Source: an optimization exercise on an open RTL-to-GDS flow (aim: small area). Production flows keep margins and buffers that such runs may drop. In this exercise RTL edits were held to simulation tests only and were not proved equivalent to the original. The clock port is modelled as an ideal driver, which makes a skipped or thinned clock tree look cheaper than it is; a real chip needs a root buffer or a tree. Power is estimated from default activity; no workload was simulated.

## run 1
## top
module top (
    input  logic clock,
    input  logic reset,
    input  logic mode_buttonBTNC,
    input  logic add_buttonBTNR,
    input  logic sub_buttonBTNL,
    output logic [7:0] AN,
    output logic [7:0] DIGIT
);
logic tick;
logic mode_p, add_p, sub_p;
logic pulse_1hz, pulse_500ms;
logic [1:0] EA;
logic [3:0] U_seconds, U_minutes, U_hours;
logic [2:0] D_seconds, D_minutes;
logic [1:0] D_hours;
debounce_tick dtick (.clk_i(clock), .rst_i(reset), .tick(tick));
debounce #(.DELAY(2)) mode (.clk_i(clock), .rst_i(reset), .tick(tick), .key_i(mode_buttonBTNC), .debkey_o(mode_p));
debounce #(.DELAY(0)) add  (.clk_i(clock), .rst_i(reset), .tick(tick), .key_i(add_buttonBTNR),  .debkey_o(add_p));
debounce #(.DELAY(0)) sub  (.clk_i(clock), .rst_i(reset), .tick(tick), .key_i(sub_buttonBTNL),  .debkey_o(sub_p));
clock_divisor divisor (.clk(clock), .rst_i(reset), .pulse_1hz(pulse_1hz), .pulse_500ms(pulse_500ms));
watch_interface main (
    .clock(clock), .reset(reset), .pulse_1hz(pulse_1hz),
    .mode_button(mode_p), .add_button(add_p), .sub_button(sub_p),
    .EA(EA), .U_seconds(U_seconds), .U_minutes(U_minutes), .U_hours(U_hours),
    .D_seconds(D_seconds), .D_minutes(D_minutes), .D_hours(D_hours)
);
dspl_drv_8dig display (
    .clock(clock), .reset(reset), .mode(EA), .blink(pulse_500ms),
    .U_seconds(U_seconds), .U_minutes(U_minutes), .U_hours(U_hours),
    .D_seconds(D_seconds), .D_minutes(D_minutes), .D_hours(D_hours),
    .an(AN), .dec_ddp(DIGIT)
);
endmodule
==> flow/config.mk <==
export PLATFORM = sky130hd
export DESIGN_NAME = top
export DESIGN_NICKNAME = top
export VERILOG_FILES = /design/flow/design.v
export SDC_FILE = /design/flow/constraint.sdc
export NUM_CORES = 4
export LEC_CHECK = 0
export CAP_MARGIN = 20
export CORE_MARGIN = 2
export CORE_UTILIZATION = 40
export SLEW_MARGIN = 20
==> flow/constraint.sdc <==
create_clock -name core_clock -period 10.0 [get_ports {clock}]
set_input_delay 2.0000 -clock core_clock [delete_from_list [all_inputs] [get_ports {clock}]]
set_output_delay 2.0000 -clock core_clock [all_outputs]
set_load 0.01 [all_outputs]
standard.sh (not shown) runs the stock make flow with config.mk's settings and CLKGATE_MAP_FILE= SYNTH_SCRIPT=/design/flow/synth_recipe.tcl, a recipe that flattens the netlist after the stock synthesis.
==> flow/flow/run.sh <==
#!/bin/bash
# Own layout flow: the standard synthesis, then the combinational logic
# between the registers is re-mapped by ABC with an area-oriented script
# (registers, their names and cell types are kept as instances), then the standard flow's
# standard layout from that netlist, with the port buffers made of buf_1.
set -euo pipefail
W=$PWD
LIB=$FLOW_HOME/platforms/$FLOW_PLATFORM/lib/sky130_fd_sc_hd__tt_025C_1v80.lib
R=$W/orfs/results/$FLOW_PLATFORM/top/base

# 1. standard synthesis
bash standard.sh synth > $W/synth.log 2>&1

# 2. re-map the combinational logic
mkdir -p $W/reopt
cd $W/reopt
cp $R/1_2_yosys.v std_1_2_yosys.v
cp $R/1_2_yosys.v in.v
python3 $W/flow/mkcells.py $LIB cells.v
DONTUSE=$(grep -oE 'cell *\("?sky130_fd_sc_hd__(lpflow|probe|clk|dly)[a-z0-9_]*' $LIB | sed -E 's/.*\("?//' | sed 's/^/-dont_use /' | tr '\n' ' ')
sed -e "s#@TOP@#$FLOW_TOP#" -e "s#@LIB@#$LIB#g" -e "s#@ABC@#$W/flow/reopt.abc#" -e "s#@DONTUSE@#$DONTUSE#" $W/flow/reopt.ys.in > reopt.ys
yosys -q -l $W/reopt.log reopt.ys > /dev/null 2>&1
cp out.v $R/1_2_yosys.v
touch $R/1_2_yosys.v
cd $W

# 3. standard layout from the re-mapped netlist
export BUFFER_PORTS_ARGS="-buffer_cell sky130_fd_sc_hd__buf_1"
bash standard.sh finish > $W/layout.log 2>&1
==> flow/flow/reopt.abc <==
strash
&get -n
&deepsyn -I 10 -J 100
&put
dch -f
amap
topo
Other scripts of this flow, unchanged in this note and not shown: flow/flow/mkcells.py, flow/flow/reopt.ys.in
Run 1 | stages: all done | timing, DRC, antenna: all pass
Changes in run 2 relative to run 1:
diff --git a/flow/flow/run.sh b/flow/flow/run.sh
--- a/flow/flow/run.sh
+++ b/flow/flow/run.sh
@@ -3,5 +3,6 @@
 # between the registers is re-mapped by ABC with an area-oriented script
 # (registers, their names and cell types are kept as instances), then the standard flow's
-# standard layout from that netlist, with the port buffers made of buf_1.
+# standard layout from that netlist, with the port buffers made of buf_1
+# and no dummy loads in the clock tree.
 set -euo pipefail
 W=$PWD
@@ -27,3 +28,5 @@
 # 3. standard layout from the re-mapped netlist
 export BUFFER_PORTS_ARGS="-buffer_cell sky130_fd_sc_hd__buf_1"
+# clock tree: ORFS defaults, without the dummy loads that only balance load
+export CTS_ARGS="-sink_clustering_enable -repair_clock_nets -dont_use_dummy_load"
 bash standard.sh finish > $W/layout.log 2>&1
- Of run 1 and run 2, the run reporting the lower global routing usage on met2 was run 2.
- Taking run 1 as the reference, in run 2 relative max-transition margin held steady; total wire length shrank by about 0.9%.
- As far as initial core utilization goes, run 2 and run 1 are indistinguishable; the numbers are identical.
- Run 1 ended up with more cell instances than run 2 did.
- Run 2 reports its class of the most critical setup path as input port to register while run 1 reports register to output pin.
- Compared with run 1, run 2 shows a setup slack that is 0.027 ns lower.
- The via count of run 2 and that of run 1 are within noise of each other.
## Diff of input files: run 3 against run 2
diff --git a/flow/flow/run.sh b/flow/flow/run.sh
--- a/flow/flow/run.sh
+++ b/flow/flow/run.sh
@@ -3,6 +3,5 @@
 # between the registers is re-mapped by ABC with an area-oriented script
 # (registers, their names and cell types are kept as instances), then the standard flow's
-# standard layout from that netlist, with the port buffers made of buf_1
-# and no dummy loads in the clock tree.
+# standard layout from that netlist, with the port buffers made of buf_1.
 set -euo pipefail
 W=$PWD
@@ -28,5 +27,4 @@
 # 3. standard layout from the re-mapped netlist
 export BUFFER_PORTS_ARGS="-buffer_cell sky130_fd_sc_hd__buf_1"
-# clock tree: ORFS defaults, without the dummy loads that only balance load
 export CTS_ARGS="-sink_clustering_enable -repair_clock_nets -dont_use_dummy_load"
 bash standard.sh finish > $W/layout.log 2>&1
==> flow/flow/reopt.abc <==
strash
&get -n
&deepsyn -I 2 -J 30
&put
dch -f
amap
topo
Results
Source of the critical timing path: sub_buttonBTNL -> run 2, add_buttonBTNR -> run 3
Run 3 vs run 2 on synthesized cell count: run 3 is the higher one.
Per the comparison of run 3 with run 2, global-route usage ~0 delta; required time of the worst setup path shows a reduction of 0.03 ns.
Comparing run 2 and run 3, the higher final RePlAce weighted congestion was measured on run 3.
Combinational share of power: run 3 vs run 2 up 0.4 points
Compared with run 2, run 3 degrades design area.
Taking run 2 as the reference, in run 3 worst hold slack increased by 0.011 ns relative to the old numbers; wire length has increased; area used by multi-input combinational logic has increased.
Inputs modified between run 3 and run 4:
diff --git a/flow/flow/run.sh b/flow/flow/run.sh
--- a/flow/flow/run.sh
+++ b/flow/flow/run.sh
@@ -27,4 +27,4 @@
 # 3. standard layout from the re-mapped netlist
 export BUFFER_PORTS_ARGS="-buffer_cell sky130_fd_sc_hd__buf_1"
-export CTS_ARGS="-sink_clustering_enable -repair_clock_nets -dont_use_dummy_load"
+export CTS_ARGS="-sink_clustering_enable -repair_clock_nets -dont_use_dummy_load -sink_clustering_size 35 -sink_clustering_max_diameter 300 -buf_list sky130_fd_sc_hd__clkbuf_16"
 bash standard.sh finish > $W/layout.log 2>&1
--- outcome ---
Delta(share of the final layout cell area in multi-input gates, run 4 - run 3) < 0
Run 3 → run 4: port buffer count shows no meaningful change; length of routed met2 wiring shows a reduction of 50 microns; total power shows an increase of 0.000091 W; final worst setup slack shows an increase of 0.045 ns; combinational power share shows a reduction of 0.4 points.
Run 4 vs run 3 on global-route usage: run 4 is the higher one.
Run 4 and run 3 ended up with nearly the same hold violation total from the final report.


top, a different RTL version from the one above (not shown whole).
For scale: roughly 21 I/O pins, roughly 3000 µm² of cells after synthesis.
// top
module top (
    input  logic clock,
    input  logic reset,
    input  logic mode_buttonBTNC,
    input  logic add_buttonBTNR,
    input  logic sub_buttonBTNL,
    output logic [7:0] AN,
    output logic [7:0] DIGIT
);
==> flow/config.mk <==
export PLATFORM = sky130hd
export DESIGN_NAME = top
export DESIGN_NICKNAME = top
export VERILOG_FILES = /design/flow/design.v
export SDC_FILE = /design/flow/constraint.sdc
export NUM_CORES = 4
export LEC_CHECK = 0
export CAP_MARGIN = 20
export CORE_MARGIN = 2
export CORE_UTILIZATION = 40
export SLEW_MARGIN = 20
==> flow/constraint.sdc <==
create_clock -name core_clock -period 10.0 [get_ports {clock}]
set_input_delay 2.0000 -clock core_clock [delete_from_list [all_inputs] [get_ports {clock}]]
set_output_delay 2.0000 -clock core_clock [all_outputs]
set_load 0.01 [all_outputs]
==> flow/flow/run.sh <==
#!/bin/bash
# Own layout flow: the standard synthesis, then the combinational logic
# between the registers is re-mapped by ABC with an area-oriented script
# (registers, their names and cell types are kept as instances), then the standard flow's
# standard layout from that netlist, with the port buffers made of buf_1
# and a one-level clock tree of 4 buffers (flow/manual_cts.tcl).
set -euo pipefail
W=$PWD
LIB=$FLOW_HOME/platforms/$FLOW_PLATFORM/lib/sky130_fd_sc_hd__tt_025C_1v80.lib
R=$W/orfs/results/$FLOW_PLATFORM/top/base

# 1. standard synthesis
bash standard.sh synth > $W/synth.log 2>&1

# 2. re-map the combinational logic
mkdir -p $W/reopt
cd $W/reopt
cp $R/1_2_yosys.v std_1_2_yosys.v
cp $R/1_2_yosys.v in.v
python3 $W/flow/mkcells.py $LIB cells.v
DONTUSE=$(grep -oE 'cell *\("?sky130_fd_sc_hd__(lpflow|probe|clk|dly)[a-z0-9_]*' $LIB | sed -E 's/.*\("?//' | sed 's/^/-dont_use /' | tr '\n' ' ')
sed -e "s#@TOP@#$FLOW_TOP#" -e "s#@LIB@#$LIB#g" -e "s#@ABC@#$W/flow/reopt.abc#" -e "s#@DONTUSE@#$DONTUSE#" $W/flow/reopt.ys.in > reopt.ys
yosys -q -l $W/reopt.log reopt.ys > /dev/null 2>&1
cp out.v $R/1_2_yosys.v
touch $R/1_2_yosys.v
cd $W

# 3. standard layout from the re-mapped netlist
export BUFFER_PORTS_ARGS="-buffer_cell sky130_fd_sc_hd__buf_1"
# clock tree: the clock port drives 4 clkbuf_8, each driving the clock pins
# of one group of nearby registers (flow/manual_cts.tcl, run before ORFS CTS)
export PRE_CTS_TCL=$W/flow/manual_cts.tcl
export MANUAL_CTS_GROUPS=4
export MANUAL_CTS_BUF=sky130_fd_sc_hd__clkbuf_8
bash standard.sh finish > $W/layout.log 2>&1
==> flow/flow/reopt.abc <==
strash
&get -n
&deepsyn -I 10 -J 100
&put
dch
amap
topo
Other scripts of this flow, unchanged in this note and not shown: flow/flow/manual_cts.tcl, flow/flow/mkcells.py, flow/flow/reopt.ys.in
The starting point finished clean.
==> next run, changes <==
==> flow/flow/reopt.abc (replaced) <==
strash
&get -n
&deepsyn -I 10 -J 100 -t
&put
dch
amap -m
topo
Outcome:
- global-route usage barely changes
- final area drops by 0.66%
- cell count went down by 2.9%
- clock power barely changes
- die area drops by about 0.7%
No run of this note takes its clock network from TritonCTS; it comes from the design's own scripts or RTL.


## job 8991
Another version of the RTL of top (not shown whole).
For scale: roughly 420 cells after synthesis, roughly 69 flip-flops, about 0.0039 sq mm of cells after synthesis.
## top
module top (
    input  logic clock,
    input  logic reset,
    input  logic mode_buttonBTNC,
    input  logic add_buttonBTNR,
    input  logic sub_buttonBTNL,
    output logic [7:0] AN,
    output logic [7:0] DIGIT
);
logic tick;
logic mode_p, add_p, sub_p;
logic pulse_1hz, pulse_500ms;
logic [1:0] EA;
logic [3:0] U_seconds, U_minutes, U_hours;
logic [2:0] D_seconds, D_minutes;
logic [1:0] D_hours;
debounce_tick dtick (.clk_i(clock), .rst_i(reset), .tick(tick));
debounce #(.DELAY(2)) mode (.clk_i(clock), .rst_i(reset), .tick(tick), .key_i(mode_buttonBTNC), .debkey_o(mode_p));
debounce #(.DELAY(0)) add  (.clk_i(clock), .rst_i(reset), .tick(tick), .key_i(add_buttonBTNR),  .debkey_o(add_p));
debounce #(.DELAY(0)) sub  (.clk_i(clock), .rst_i(reset), .tick(tick), .key_i(sub_buttonBTNL),  .debkey_o(sub_p));
clock_divisor divisor (.clk(clock), .rst_i(reset), .pulse_1hz(pulse_1hz), .pulse_500ms(pulse_500ms));
watch_interface main (
    .clock(clock), .reset(reset), .pulse_1hz(pulse_1hz),
    .mode_button(mode_p), .add_button(add_p), .sub_button(sub_p),
    .EA(EA), .U_seconds(U_seconds), .U_minutes(U_minutes), .U_hours(U_hours),
    .D_seconds(D_seconds), .D_minutes(D_minutes), .D_hours(D_hours)
);
dspl_drv_8dig display (
    .clock(clock), .reset(reset), .mode(EA), .blink(pulse_500ms),
    .U_seconds(U_seconds), .U_minutes(U_minutes), .U_hours(U_hours),
  ...
clock: 10.0 ns
lec_check: 0
cap_margin: 20
core_margin: 2
core_utilization: 40
cts_buf_list: sky130_fd_sc_hd__clkbuf_4 sky130_fd_sc_hd__clkbuf_8
slew_margin: 20
run.sh (not shown) runs the stock make flow with config.mk's settings and CLKGATE_MAP_FILE= SYNTH_SCRIPT=/design/flow/synth_recipe.tcl, a recipe that flattens the netlist after the stock synthesis.
Stock flow here: none of the scripts above is used.
Input-level comparison between job 7708 and job 8991:
# job 8991
export LEC_CHECK = 0
export CAP_MARGIN = 20
export CORE_MARGIN = 2
export CORE_UTILIZATION = 40
export CTS_BUF_LIST = sky130_fd_sc_hd__clkbuf_4 sky130_fd_sc_hd__clkbuf_8
export SLEW_MARGIN = 20
create_clock -name core_clock -period 10.0 [get_ports {clock}]
# job 7708
export LEC_CHECK = 0
export CAP_MARGIN = 20
export CORE_MARGIN = 2
export CORE_UTILIZATION = 65
export SLEW_MARGIN = 20
create_clock -name core_clock -period 10.0 [get_ports {clock}]
[summary]
Diff job 8991 -> job 7708: number of inserted filler cells in the final layout went down 479; power down 0.40%.
Changes observed in job 7708 relative to job 8991: met2 usage in global routing has increased, aggregate routed wire length has decreased, via count neither gained nor lost much, portion of the clock cycle consumed by the worst path in the final layout neither gained nor lost much.
Delta (job 7708 minus job 8991): final setup slack of the worst path dropped 3.6 ps; growth of design area from synthesis to finish -1.9 points; routed length per instance climbed 1.3 um; count of endpoints failing setup in the final report level.
Between job 7708 and job 8991, the clock-buffer cell count is lower for job 8991.
Input changes introduced in job 7116 (baseline for comparison: job 7708):
# job 7708
export LEC_CHECK = 0
export CAP_MARGIN = 20
export CORE_MARGIN = 2
export CORE_UTILIZATION = 65
export SLEW_MARGIN = 20
create_clock -name core_clock -period 10.0 [get_ports {clock}]
# job 7116
export LEC_CHECK = 0
export CAP_MARGIN = 20
export CORE_MARGIN = 2
export CORE_UTILIZATION = 40
export SLEW_MARGIN = 20
create_clock -name core_clock -period 10.0 [get_ports {clock}]
## What came out
Job 7116: no failed stages, no open violations at the end. Via total after detailed routing delta (job 7116 -> job 7708): insignificant. Job 7116 vs. job 7708: global-route usage over all layers went down by 8.2 points. Relative to job 7708, the final cell area reported for job 7116 is higher. Compared job 7116 vs job 7708, and flip-flop and latch share of the layout cell area is down in job 7116. Delay contributed by the slowest stage of the critical path essentially unchanged between job 7116 and job 7708. Status: power parity (job 7708, job 7116). Against job 7708, average wire length per cell after detail routing in job 7116 fell by a little under 10%. In job 7116 relative to job 7708, post-detailed-routing wire length had gone up by a few percent. Internal cell power delta for job 7116 relative to job 7708: 1.3% lower.


The RTL this note starts from:
==> flow/design.v <==
module debounce_tick (
    input  wire clk_i,
    input  wire rst_i,
    output wire tick
);
    reg [9:0] q;
    assign tick = (q == 10'b0011010001);
    always @(posedge clk_i or posedge rst_i) begin
        if (rst_i) q <= 10'b1011010001;
        else       q <= {q[8:0], (q[9] ^ q[6]) & ~tick};
    end
endmodule
module debounce #(
    parameter int DELAY = 0
) (
    input  wire clk_i,
    input  wire rst_i,
    input  wire tick,
    input  wire key_i,
    output wire debkey_o
);
    reg a, b;
    wire done = tick & a & ~b & ~key_i;
    always @(posedge clk_i or posedge rst_i) begin
        if (rst_i) begin
            a <= 1'b0;
            b <= 1'b0;
        end else if (tick) begin
            a <= (a & b) | (a & key_i) | (b & key_i);
            b <= key_i;
        end
    end
    generate
        if (DELAY == 0) begin : g_now
            assign debkey_o = done;
        end else begin : g_late
            reg f1, f2;
            always @(posedge clk_i or posedge rst_i) begin
                if (rst_i) begin
                    f1 <= 1'b0;
                    f2 <= 1'b0;
                end else begin
                    f1 <= done;
                    f2 <= f1;
                end
            end
            assign debkey_o = f2;
        end
    endgenerate
endmodule
module clock_divisor (
    input  logic clk,
    input  logic rst_i,
    output logic pulse_1hz,
    output logic pulse_500ms
);
    logic [12:0] q;
    logic p, z;
    assign z = (q == 13'b0110111011100);
    assign pulse_1hz = z & ~p;
    assign pulse_500ms = p;
    always_ff @(posedge clk or posedge rst_i) begin
        if (rst_i) begin
            q <= 13'b0111011001110;
            p <= 1'b1;
        end else begin
            q <= {q[11:7], q[6] & ~(z & ~p), q[5:3], q[2] & ~(z & p), q[1], q[0] | z, q[12] ^ q[6]};
            if (z) p <= ~p;
        end
    end
endmodule
module watch_interface (
    input  logic clock,
    input  logic reset,
    input  logic pulse_1hz,
    input  logic mode_button,
    input  logic add_button,
    input  logic sub_button,
    output logic [1:0] EA,           
    output logic [5:0] seconds, minutes,
    output logic [4:0] hours
);
wire run   = (EA == 2'd0);
wire set_h = (EA == 2'd1);
wire set_m = (EA == 2'd2);
wire set_s = (EA == 2'd3);
wire sub_only = sub_button & ~add_button;
wire s59 = seconds[5] & seconds[4] & seconds[3] & seconds[1] & seconds[0];
wire s0  = ~|seconds;
wire s50 = seconds[5] & seconds[4] & (seconds[3] | seconds[2] | seconds[1]);    
wire m59 = minutes[5] & minutes[4] & minutes[3] & minutes[1] & minutes[0];
wire m0  = ~|minutes;
wire m50 = minutes[5] & minutes[4] & (minutes[3] | minutes[2] | minutes[1]);
wire h23 = hours[4] & hours[2] & hours[1] & hours[0];
wire h0  = ~|hours;
wire s_tick = run & pulse_1hz;
wire s_add  = set_s & add_button;
wire s_sub  = set_s & sub_only;
wire m_tick = s_tick & s59;
wire m_add  = set_m & add_button;
wire m_sub  = set_m & sub_only;
wire h_inc  = (m_tick & m59) | (set_h & add_button);
wire h_sub  = set_h & sub_only;
always_ff @(posedge clock, posedge reset) begin
    if (reset) EA <= 2'd0;
    else if (mode_button) EA <= EA + 2'd1;
end
always_ff @(posedge clock, posedge reset) begin
    if (reset) begin
        seconds <= 0; minutes <= 0; hours <= 0;
    end else begin
        if ((s_add & s50) | (s_tick & s59)) seconds <= 6'd0;
        else if (s_add | s_tick) seconds <= seconds + 6'd1;
        else if (s_sub) seconds <= s0 ? 6'd59 : seconds - 6'd1;
        if ((m_add & m50) | (m_tick & m59)) minutes <= 6'd0;
        else if (m_add | m_tick) minutes <= minutes + 6'd1;
        else if (m_sub) minutes <= m0 ? 6'd59 : minutes - 6'd1;
        if (h_inc) hours <= h23 ? 5'd0 : hours + 5'd1;
        else if (h_sub) hours <= h0 ? 5'd23 : hours - 5'd1;
    end
end
endmodule
module dspl_drv_8dig (
    input  wire clock,
    input  wire reset,
    input  wire [1:0] mode,        
    input  wire blink,
    input  wire [5:0] seconds, minutes,
    input  wire [4:0] hours,
    output wire [7:0] an,
    output reg  [7:0] dec_ddp
);
    reg [6:0] q;
    wire ck_rise = (q == 7'b0001100);
    always @(posedge clock or posedge reset) begin
        if (reset) q <= 7'b0001110;
        else       q <= {q[5:0], (q[6] ^ q[0]) | ck_rise};
    end
    reg [2:0] dig_selection;
    reg en;
    reg [3:0] selected_dig;
    reg [5:0] field;
    reg tens;
    reg lit;
    always @(*) begin
        case (dig_selection)
            3'd0: begin field = seconds;         tens = 1'b0; lit = blink | (mode != 2'd3); end
            3'd1: begin field = seconds;         tens = 1'b1; lit = blink | (mode != 2'd3); end
            3'd3: begin field = minutes;         tens = 1'b0; lit = blink | (mode != 2'd2); end
            3'd4: begin field = minutes;         tens = 1'b1; lit = blink | (mode != 2'd2); end
            3'd6: begin field = {1'b0, hours};   tens = 1'b0; lit = blink | (mode != 2'd1); end
            3'd7: begin field = {1'b0, hours};   tens = 1'b1; lit = blink | (mode != 2'd1); end
            3'd2: begin field = minutes;         tens = 1'b0; lit = 1'b0; end
            default: begin field = minutes;      tens = 1'b1; lit = 1'b0; end
        endcase
    end
    localparam [63:0] TENS0 = 64'b0000111111111100000000001111111111000000000011111111110000000000;
    localparam [63:0] TENS1 = 64'b1111000000000000000000001111111111111111111100000000000000000000;
    localparam [63:0] TENS2 = 64'b1111111111111111111111110000000000000000000000000000000000000000;
    localparam [63:0] UNITS0 = 64'b1010101010101010101010101010101010101010101010101010101010101010;
    localparam [63:0] UNITS1 = 64'b1100001100110000110011000011001100001100110000110011000011001100;
    localparam [63:0] UNITS2 = 64'b0000001111000000111100000011110000001111000000111100000011110000;
    localparam [63:0] UNITS3 = 64'b0000110000000011000000001100000000110000000011000000001100000000;
    wire [6:0] bcd = {TENS2[field], TENS1[field], TENS0[field], UNITS3[field], UNITS2[field], UNITS1[field], UNITS0[field]};
    wire [3:0] val = tens ? {1'b0, bcd[6:4]} : bcd[3:0];
    always @(posedge clock or posedge reset) begin
        if (reset) begin
            dig_selection <= 3'd0;
            en <= 1'b0;
        end else if (ck_rise) begin
            dig_selection <= dig_selection + 3'd1;
            en <= lit;
        end
    end
    always @(posedge clock) begin
        if (ck_rise) selected_dig <= val;
    end
    genvar i;
    generate
        for (i = 0; i < 8; i = i + 1) begin : g_an
            if (i == 2 || i == 5) begin : g_dark
                assign an[i] = 1'b1;
            end else begin : g_lit
                assign an[i] = ~(en && dig_selection == ((i + 1) % 8));
            end
        end
    endgenerate
    localparam [15:0] SEG1 = 16'b1000000010000011;
    localparam [15:0] SEG2 = 16'b1000100010001110;
    localparam [15:0] SEG3 = 16'b1011101010111010;
    localparam [15:0] SEG4 = 16'b1000000010010010;
    localparam [15:0] SEG5 = 16'b0000010000000100;
    localparam [15:0] SEG6 = 16'b0110000001100000;
    localparam [15:0] SEG7 = 16'b0000000000010010;
    always @(*) begin
        dec_ddp[1] = SEG1[selected_dig];
        dec_ddp[2] = SEG2[selected_dig];
        dec_ddp[3] = SEG3[selected_dig];
        dec_ddp[4] = SEG4[selected_dig];
        dec_ddp[5] = SEG5[selected_dig];
        dec_ddp[6] = SEG6[selected_dig];
        dec_ddp[7] = SEG7[selected_dig];
        dec_ddp[0] = 1'b1;
    end
endmodule
module top (
    input  logic clock,
    input  logic reset,
    input  logic mode_buttonBTNC,
    input  logic add_buttonBTNR,
    input  logic sub_buttonBTNL,
    output logic [7:0] AN,
    output logic [7:0] DIGIT
);
logic tick;
logic mode_p, add_p, sub_p;
logic pulse_1hz, pulse_500ms;
logic [1:0] EA;
logic [5:0] seconds, minutes;
logic [4:0] hours;
debounce_tick dtick (.clk_i(clock), .rst_i(reset), .tick(tick));
debounce #(.DELAY(2)) mode (.clk_i(clock), .rst_i(reset), .tick(tick), .key_i(mode_buttonBTNC), .debkey_o(mode_p));
debounce #(.DELAY(0)) add  (.clk_i(clock), .rst_i(reset), .tick(tick), .key_i(add_buttonBTNR),  .debkey_o(add_p));
debounce #(.DELAY(0)) sub  (.clk_i(clock), .rst_i(reset), .tick(tick), .key_i(sub_buttonBTNL),  .debkey_o(sub_p));
clock_divisor divisor (.clk(clock), .rst_i(reset), .pulse_1hz(pulse_1hz), .pulse_500ms(pulse_500ms));
watch_interface main (
    .clock(clock), .reset(reset), .pulse_1hz(pulse_1hz),
    .mode_button(mode_p), .add_button(add_p), .sub_button(sub_p),
    .EA(EA), .seconds(seconds), .minutes(minutes), .hours(hours)
);
dspl_drv_8dig display (
    .clock(clock), .reset(reset), .mode(EA), .blink(pulse_500ms),
    .seconds(seconds), .minutes(minutes), .hours(hours),
    .an(AN), .dec_ddp(DIGIT)
);
endmodule
==> flow/config.mk <==
export PLATFORM = sky130hd
export DESIGN_NAME = top
export DESIGN_NICKNAME = top
export VERILOG_FILES = /design/flow/design.v
export SDC_FILE = /design/flow/constraint.sdc
export NUM_CORES = 4
export LEC_CHECK = 0
export CAP_MARGIN = 20
export CORE_MARGIN = 2
export CORE_UTILIZATION = 40
export SLEW_MARGIN = 20
==> flow/constraint.sdc <==
create_clock -name core_clock -period 10.0 [get_ports {clock}]
set_input_delay 2.0000 -clock core_clock [delete_from_list [all_inputs] [get_ports {clock}]]
set_output_delay 2.0000 -clock core_clock [all_outputs]
set_load 0.01 [all_outputs]
standard.sh (not shown) runs the stock make flow with config.mk's settings and CLKGATE_MAP_FILE= SYNTH_SCRIPT=/design/flow/synth_recipe.tcl, a recipe that flattens the netlist after the stock synthesis.
==> flow/flow/reopt.abc <==
strash
&get -n
&deepsyn -I 10 -J 100
&put
dch
amap -m
topo
Scripts as last shown in full above: flow/flow/run.sh
Other scripts of this flow, unchanged in this note and not shown: flow/flow/manual_cts.tcl, flow/flow/mkcells.py, flow/flow/reopt.ys.in
Rerun with:
==> flow/flow/reopt.abc (replaced) <==
strash
&get -n
&deepsyn -I 10 -J 100
&put
dch -f
amap
topo
- The new run completed with no timing, DRC or antenna violations
- worst setup slack improved by 0.093 ns
- final cell count increases by 1.1%
- wire length climbs by 0.70%
- synthesized cell count rises by 1.9%
- sequential cell count stays the same
Rerun with:
==> flow/flow/reopt.abc (replaced) <==
strash
&get -n
&deepsyn -I 20 -J 200 -t
&put
dch
amap -m
topo
Synthesized area drops by 1.8%. Via count fell by 2.6%. First-iteration DRC count went up by 39%. Power falls by 1.6%.
In every run of this note, the design's own scripts or RTL, not TritonCTS, make the clock network.

[what the ideal ports hide]
The flow's constraints put no driver on any port. The routed layouts listed below were extracted and timed again, unchanged, in two steps. Step 1 (the two cells are an assumption about what drives the block):
set clk [get_ports {clock}]
set_driving_cell -lib_cell sky130_fd_sc_hd__clkbuf_16 $clk
set_driving_cell -lib_cell sky130_fd_sc_hd__buf_2 [delete_from_list [all_inputs] $clk]
Step 2 also shifts input and output timing later by t, the mid clock arrival at the registers, as if the neighbouring blocks saw the same clock. Slacks: ideal ports / drivers / drivers and shift; pairs: ideal ports / drivers.
| run | t (ns) | setup WS [ns] | worst hold slack (ns) | clock arrival spread, ns |
|---|---|---|---|---|
| run 1 | 0.369 | 6.271 / 6.242 / 5.927 | 0.353 / 0.353 / 0.353 | 0.008 / 0.008 |
| run 2 | 0.358 | 6.243 / 6.251 / 5.893 | 0.351 / 0.351 / 0.351 | 0.024 / 0.024 |
| run 3 | 0.354 | 5.889 / 5.900 / 5.547 | 0.361 / 0.361 / 0.361 | 0.027 / 0.027 |
| run 4 | 0.356 | 5.934 / 5.950 / 5.594 | 0.360 / 0.360 / 0.360 | 0.021 / 0.021 |
| the first run of note 2 | 0.214 | 5.743 / 5.780 / 5.565 | 0.356 / 0.356 / 0.356 | 0.011 / 0.011 |
| the second run of note 2 | 0.215 | 5.846 / 5.885 / 5.670 | 0.360 / 0.360 / 0.360 | 0.010 / 0.010 |
| job 8991 | 0.384 | 5.944 / 5.911 / 5.841 | 0.366 / 0.366 / 0.366 | 0.009 / 0.009 |
| job 7708 | 0.379 | 5.940 / 5.908 / 5.872 | 0.367 / 0.367 / 0.367 | 0.009 / 0.009 |
| job 7116 | 0.384 | 5.944 / 5.911 / 5.841 | 0.366 / 0.366 / 0.366 | 0.009 / 0.009 |
| the first run of note 4 | 0.214 | 5.732 / 5.773 / 5.558 | 0.367 / 0.367 / 0.367 | 0.009 / 0.009 |
| the second run of note 4 | 0.216 | 5.826 / 5.865 / 5.649 | 0.357 / 0.357 / 0.357 | 0.027 / 0.026 |
| the third run of note 4 | 0.217 | 5.442 / 5.483 / 5.266 | 0.360 / 0.360 / 0.360 | 0.018 / 0.018 |
After both steps every run listed still meets setup and hold. The setup slack of run 2, which loses most, moves by +0.008 ns with the drivers and by -0.350 ns with both steps.
